This is an optimization exercise on Yosys and OpenROAD, whose aim is small area, not a production implementation. Only simulation tests tie the RTL to the original design; equivalence was not proved. Power is estimated from default activity; no workload was simulated.

## PILLOUT
module PILLOUT(clk,
					rst,
					filas,
					columnas,
					RX,
					TX,
					Servo1,
					Servo2,
					Bocina,
					HEX0,
					dis,
					LCD_RW, 
					LCD_EN, 
					LCD_RS, 
					LCD_DATA);
Settings: LEC_CHECK=0, CAP_MARGIN=20, CORE_MARGIN=2, CORE_UTILIZATION=60, CTS_BUF_LIST=sky130_fd_sc_hd__clkbuf_16, CTS_CLUSTER_DIAMETER=100, CTS_CLUSTER_SIZE=20, SLEW_MARGIN=20; clock period 10.0 ns.
run.sh (not shown) runs the stock make flow with config.mk's settings and CLKGATE_MAP_FILE= SYNTH_SCRIPT=/design/flow/synth_recipe.tcl, a recipe that flattens the netlist after the stock synthesis.
Rerun with:
--- a/flow/design.v
+++ b/flow/design.v
@@ -1090,26 +1090,25 @@
 reg [2:0]state_s;
 reg [1:0]posi_s;
 reg [2:0]posiH_s;
 reg in_s;
 reg [8:0]contador_s;
 reg RST_s;
 reg [3:0]med_s;
 reg [1:0]user_s;
 reg validate_s;
-reg [116:0] rec_s;
+reg [84:0] rec_s;      
 reg [3:0] used_s;
 reg [31:0] tag0_s, tag1_s, tag2_s, tag3_s;
 reg [4:0] num_i;
 reg done_i;
 reg rstd;
-wire [128:0] info_show = unpack(rec_s);
-wire [128:0] info_rd = {info_show[128] & (user_s != 2'h3), info_show[127:0]};
+wire [128:0] info_rd = unpack({32'd0, rec_s});
 reg [514:0] Usuarios;
 always @(*) begin
 	Usuarios = 515'd0;
 	Usuarios[0]       = used_s[0];
 	Usuarios[128:97]  = tag0_s;
 	Usuarios[129]     = used_s[1];
 	Usuarios[257:226] = tag1_s;
 	Usuarios[258]     = used_s[2];
 	Usuarios[386:355] = tag2_s;
@@ -1319,27 +1318,24 @@
 always @(*) begin
 	upd_en  = 129'd0;
 	upd_val = 129'd0;
 	upd_en[0]  = 1'b1;
 	upd_val[0] = info[0];
 	for (k = 0; k < 24; k = k + 1) begin
 		upd_en[4*k+1 +: 4]  = {4{we[k] | clr | rstd}};
 		upd_val[4*k+1 +: 4] = (we[k] & ~rstd) ? num_i[3:0] : 4'd0;
 	end
-	upd_en[128:97]  = {32{twr | clr | rstd}};
-	upd_val[128:97] = (twr & ~rstd) ? tag : 32'd0;
-	upd_en[128]     = twr | clr | rstd | (user_s == 2'h3);
 end
-wire [116:0] rec_en = pack(upd_en), rec_val = pack(upd_val);
+wire [116:0] rec_en = pack(upd_en), rec_val = pack(upd_val);    
 integer j;
 always @(posedge clk)
 	if(clk_10k)
-		for (j = 0; j < 117; j = j + 1)
+		for (j = 0; j < 85; j = j + 1)
 			if(rec_en[j]) rec_s[j] <= rec_val[j];
 wire [4:0] fk = (state_s == 3'd2 ? 5'd12 : 5'd0) + (posi_s == 2'd2 ? 5'd6 : 5'd0) + {2'b00, posiH_s};
 reg [3:0] old_dig;
 always @(*) begin
 	case(fk)
 	5'd0: old_dig = info_rd[4:1];
 	5'd1: old_dig = info_rd[8:5];
 	5'd2: old_dig = info_rd[12:9];
 	5'd3: old_dig = info_rd[16:13];
@@ -1376,27 +1372,31 @@
 		posiH_s <= posiH;
 		in_s <= in;
 		contador_s <= contador;
 		RST_s <= RST;
 		med_s <= med;
 		user_s <= user;
 		validate_s <= validate;
 		num_i <= num;
 		done_i <= done;
-		if(rstd || user == 2'h0) begin used_s[0] <= info[0]; tag0_s <= info[128:97]; end
-		if(rstd || user == 2'h1) begin used_s[1] <= info[0]; tag1_s <= info[128:97]; end
-		if(rstd || user == 2'h2) begin used_s[2] <= info[0]; tag2_s <= info[128:97]; end
-		if(rstd || user == 2'h3) begin used_s[3] <= info[0]; tag3_s <= info[127:96]; end
+		if(rstd || user == 2'h0) used_s[0] <= info[0];
+		if(rstd || user == 2'h1) used_s[1] <= info[0];
+		if(rstd || user == 2'h2) used_s[2] <= info[0];
+		if(rstd || user == 2'h3) begin used_s[3] <= info[0]; tag3_s[0] <= info[96]; end
+		if(rstd || (user == 2'h0 && (twr || clr))) tag0_s <= (twr && !rstd) ? tag : 32'd0;
+		if(rstd || (user == 2'h1 && (twr || clr))) tag1_s <= (twr && !rstd) ? tag : 32'd0;
+		if(rstd || (user == 2'h2 && (twr || clr))) tag2_s <= (twr && !rstd) ? tag : 32'd0;
+		if(rstd || (user == 2'h3 && (twr || clr))) tag3_s[31:1] <= (twr && !rstd) ? tag[30:0] : 31'd0;
 	end
 end
 DivFreq 	div0 (clk, rst, cnt, clk_10k, baud);
 Cronometro cronometro1(clk, rst, clk_10k, tiempo, tcarry);
-Pantalla   dis1(LUT_LINE, LUT_COL, state_s, info_show[128:1], user_s, posi_s, posiH_s, in_s, validate_s, tiempo, LUT_DATA);
+Pantalla   dis1(LUT_LINE, LUT_COL, state_s, {tag, info_rd[96:1]}, user_s, posi_s, posiH_s, in_s, validate_s, tiempo, LUT_DATA);
 Cambio     cmb (chg_now, state_s, posi_s, posiH_s, in_s, validate_s, tcarry, dchg,
                 state, posi, posiH, in, validate);
 reg chg_q;
 always @(posedge clk) chg_q <= clk_10k & chg_now;
 assign chg = chg_q;
 LCD_TEXT    LCD1(clk, DLY_RST & ~rst, LCD_DATA, LCD_RW, LCD_EN, LCD_RS, LUT_LINE, LUT_COL, LUT_DATA, Done);
 Reset_Delay r0 (clk, rst, DLY_RST, Done, chg);
 Comparador  comp (clk, rst, clk_10k, filas, columnas, num);
 UART RFID(clk, rst, baud, clk_10k, RX, TX, RST, tag, done);
Routed wire length shrinks by 7.3%.
Via count shrinks by 4.1%.
Core utilization grows by 0.39 points.
Worst setup slack gains 680 ps.
Area after synthesis shrinks by 3.4%.
Synthesized cell count shrinks by 2.6%.
Clock skew grows by 9.7 ps.
Global-route usage shrinks by 1.1 points.
Design area shrinks by 3.7%.
Total power shrinks by 7.0%.
Cell count shrinks by 4.0%.

---

PILLOUT, a different RTL version from the one above (not shown whole).
Size: about 400 flip-flops, roughly 34 I/O pins.
clock: 10.0 ns
lec_check: 0
cap_margin: 20
core_margin: 2
core_utilization: 60
cts_buf_list: sky130_fd_sc_hd__clkbuf_16
cts_cluster_diameter: 100
cts_cluster_size: 20
slew_margin: 20
==> next run, changes <==
--- a/flow/design.v
+++ b/flow/design.v
@@ -206,84 +206,92 @@
 		4'h8: seg = 7'b0000000;
 		4'h9: seg = 7'b0010000;
 		4'hA: seg = 7'b0001000;
 		4'hB: seg = 7'b0000011;
 		4'hC: seg = 7'b1000110;
 		4'hD: seg = 7'b0100001;
 		4'hE: seg = 7'b0000110;
 		default: seg = 7'b0001110;
 	endcase
 end
 endmodule
-module    LCD_TEXT (iCLK, rst, chg,
+module    LCD_TEXT (  
+                    iCLK,iRST_N,
                     LCD_DATA,LCD_RW,LCD_EN,LCD_RS,
                     LUT_LINE, LUT_COL, LUT_DATA, DONE);
-input  iCLK, rst, chg;
 output reg [1:0] LUT_LINE;
 output reg [4:0] LUT_COL;
 input [8:0] LUT_DATA;
+input  iCLK,iRST_N;
 output [7:0] LCD_DATA;
 output LCD_RW,LCD_EN,LCD_RS;
 output reg DONE;
 reg [6:0]  t;
 reg [7:0]  mLCD_DATA;
 reg        mLCD_RS;
-reg        run;
-reg        win;
-wire [7:0] cont = (run && !win) ? 8'hFF : {LUT_LINE[0], t};
-wire       sat  = (cont == 8'hFF);
-wire [7:0] cont_n = (DONE && chg) ? 8'h00 : sat ? 8'hFF : cont + 8'd1;
 wire first = (LUT_LINE == 2'd3) && (LUT_COL == 5'd20);
 wire last_clk = first ? (t == 7'd70) : (t == 7'd65);
 wire running = (LUT_COL != 5'd25);
 assign LCD_DATA = mLCD_DATA;
 assign LCD_RS   = mLCD_RS;
 assign LCD_RW   = 1'b0;
-assign LCD_EN   = run && !win && (t >= 7'd3) && (t <= 7'd5);
+assign LCD_EN   = (t >= 7'd3) && (t <= 7'd5);
 always@(posedge iCLK)
 begin
-    if(rst || !run)
+    if(!iRST_N)
     begin
         LUT_LINE  <= 2'd3;
         LUT_COL   <= 5'd20;
         t         <= 7'd0;
         mLCD_DATA <= 8'd0;
         mLCD_RS   <= 1'b0;
         DONE      <= 1'b0;
     end
     else if(!running) DONE <= 1'b1;
     else if(t == 7'd0)
     begin
         mLCD_DATA <= LUT_DATA[7:0];
         mLCD_RS   <= LUT_DATA[8];
         t         <= 7'd1;
     end
     else if(last_clk)
     begin
         t <= 7'd0;
-        if(LUT_COL == 5'd19 && LUT_LINE == 2'd3) LUT_COL <= 5'd25;
-        else if(LUT_COL == 5'd19 || LUT_COL == 5'd24) begin
-            LUT_COL  <= 5'd0;
-            LUT_LINE <= LUT_LINE + 2'd1;
+        begin
+            if(LUT_COL == 5'd19 && LUT_LINE == 2'd3) LUT_COL <= 5'd25;
+            else if(LUT_COL == 5'd19 || LUT_COL == 5'd24) begin
+                LUT_COL  <= 5'd0;
+                LUT_LINE <= LUT_LINE + 2'd1;
+            end
+            else LUT_COL <= LUT_COL + 5'd1;
         end
-        else LUT_COL <= LUT_COL + 5'd1;
     end
     else t <= t + 7'd1;
+end
+endmodule
+module    Reset_Delay(iCLK, rst, oRESET, DONE, chg);
+input        iCLK;
+input        rst;
+input        DONE;
+input        chg;
+output reg   oRESET;
+reg [7:0] Cont;
+always@(posedge iCLK)
+begin
     if(rst) begin
-        run <= 1'b0;
-        win <= 1'b0;
-        {LUT_LINE[0], t} <= 8'd0;
+        Cont   <= 8'd0;
+        oRESET <= 1'b0;
     end else begin
-        run <= sat;
-        win <= sat && (cont_n != 8'hFF);
-        if(!sat || cont_n != 8'hFF) {LUT_LINE[0], t} <= cont_n;
+        oRESET <= (Cont == 8'hFF);
+        if(DONE && chg) Cont <= 8'd0;
+        else if(Cont != 8'hFF) Cont <= Cont + 8'd1;
     end
 end
 endmodule
 module Pantalla(line, col, state, info, user, posi, posiH, in, validate, tiempo, c, nmed);
 input [1:0] line;
 input [4:0] col;
 input [2:0] state;
 input [128:1] info;
 input [1:0] user;
 input [1:0] posi;
 input [2:0] posiH;
@@ -1050,22 +1058,23 @@
 output Bocina;
 output dis;
 output [6:0] HEX0;
 output  [7:0] LCD_DATA;
 output LCD_RW;
 output LCD_EN;
 output LCD_RS;
 wire [4:0]num;
 wire Done;
 wire [15:0]tiempo;
 wire tcarry;
+wire DLY_RST;
 wire clk_10k;
 wire baud;
 wire [2:0]cnt;
 wire [31:0]tag;
 wire done;
 wire [1:0] LUT_LINE;
 wire [4:0] LUT_COL;
 wire [8:0] LUT_DATA;
 wire chg;
 assign Bocina = 1'b0;
 assign dis    = 1'b0;
@@ -1367,17 +1376,18 @@
 		if(rstd || (user == 2'h3 && (twr || clr))) tag3_s[31:1] <= (twr && !rstd) ? tag[30:0] : 31'd0;
 	end
 end
 DivFreq 	div0 (clk, rst, cnt, clk_10k, baud);
 Cronometro cronometro1(clk, rst, clk_10k, tiempo, tcarry);
 Pantalla   dis1(pan_line, pan_col, state_s, {tag, info_rd[96:1]}, user_s, posi_s, posiH_s, in_s, validate_s, tiempo, LUT_DATA, old_dig);
 Cambio     cmb (chg_now, state_s, posi_s, posiH_s, in_s, validate_s, tcarry, dchg,
                 state, posi, posiH, in, validate);
 reg chg_q;
 always @(posedge clk) chg_q <= clk_10k & chg_now;
 assign chg = chg_q;
-LCD_TEXT    LCD1(clk, rst, chg, LCD_DATA, LCD_RW, LCD_EN, LCD_RS, LUT_LINE, LUT_COL, LUT_DATA, Done);
+LCD_TEXT    LCD1(clk, DLY_RST & ~rst, LCD_DATA, LCD_RW, LCD_EN, LCD_RS, LUT_LINE, LUT_COL, LUT_DATA, Done);
+Reset_Delay r0 (clk, rst, DLY_RST, Done, chg);
 Comparador  comp (clk, rst, clk_10k, filas, columnas, num);
 UART RFID(clk, rst, baud, clk_10k, RX, TX, RST, tag, done);
 PWM servos(clk, rst, cnt, Servo1, Servo2, med);
 BCDSSeg sseg(num[3:0], HEX0);
 endmodule
Result: Count of clock-buffer cells in the layout rises by 1. Maximum frequency went up by 4.0%. Cell area climbs by 0.35%. Clock power rises by about 4%. Flip-flop and latch count increases by 7.

[what the ideal ports hide]
The results above use ideal ports. As a check the final layouts listed here were re-extracted and re-timed, cells and wires unchanged. Step 1 assumes that a clkbuf_16 drives the clock port and a buf_2 every other input. Step 2 times the ports against the registers' clock, not the clock port: input delays grow and output delays shrink by t, the midpoint of the rising clock arrivals with the driver on. Slacks: ideal / step 1 / step 2; pairs: ideal / step 1.
| run | t, ns | slack for setup (ns) | worst setup path at the end | latest minus earliest clock arrival (ns) | pins driven straight from the clock port |
|---|---|---|---|---|---|
| the first run of note 1 | 0.639 | 4.042 / 4.042 / 4.042 | register to register | 0.024 / 0.025 | 1 |
| the second run of note 1 | 0.617 | 4.718 / 4.718 / 4.718 | register to register | 0.039 / 0.040 | 1 |
| the first run of note 2 | 0.633 | 3.779 / 3.779 / 3.779 | register to register | 0.033 / 0.033 | 1 |
| the second run of note 2 | 0.647 | 4.020 / 4.020 / 4.020 | register to register | 0.033 / 0.033 | 1 |
After both steps setup and hold are still met in every run listed.
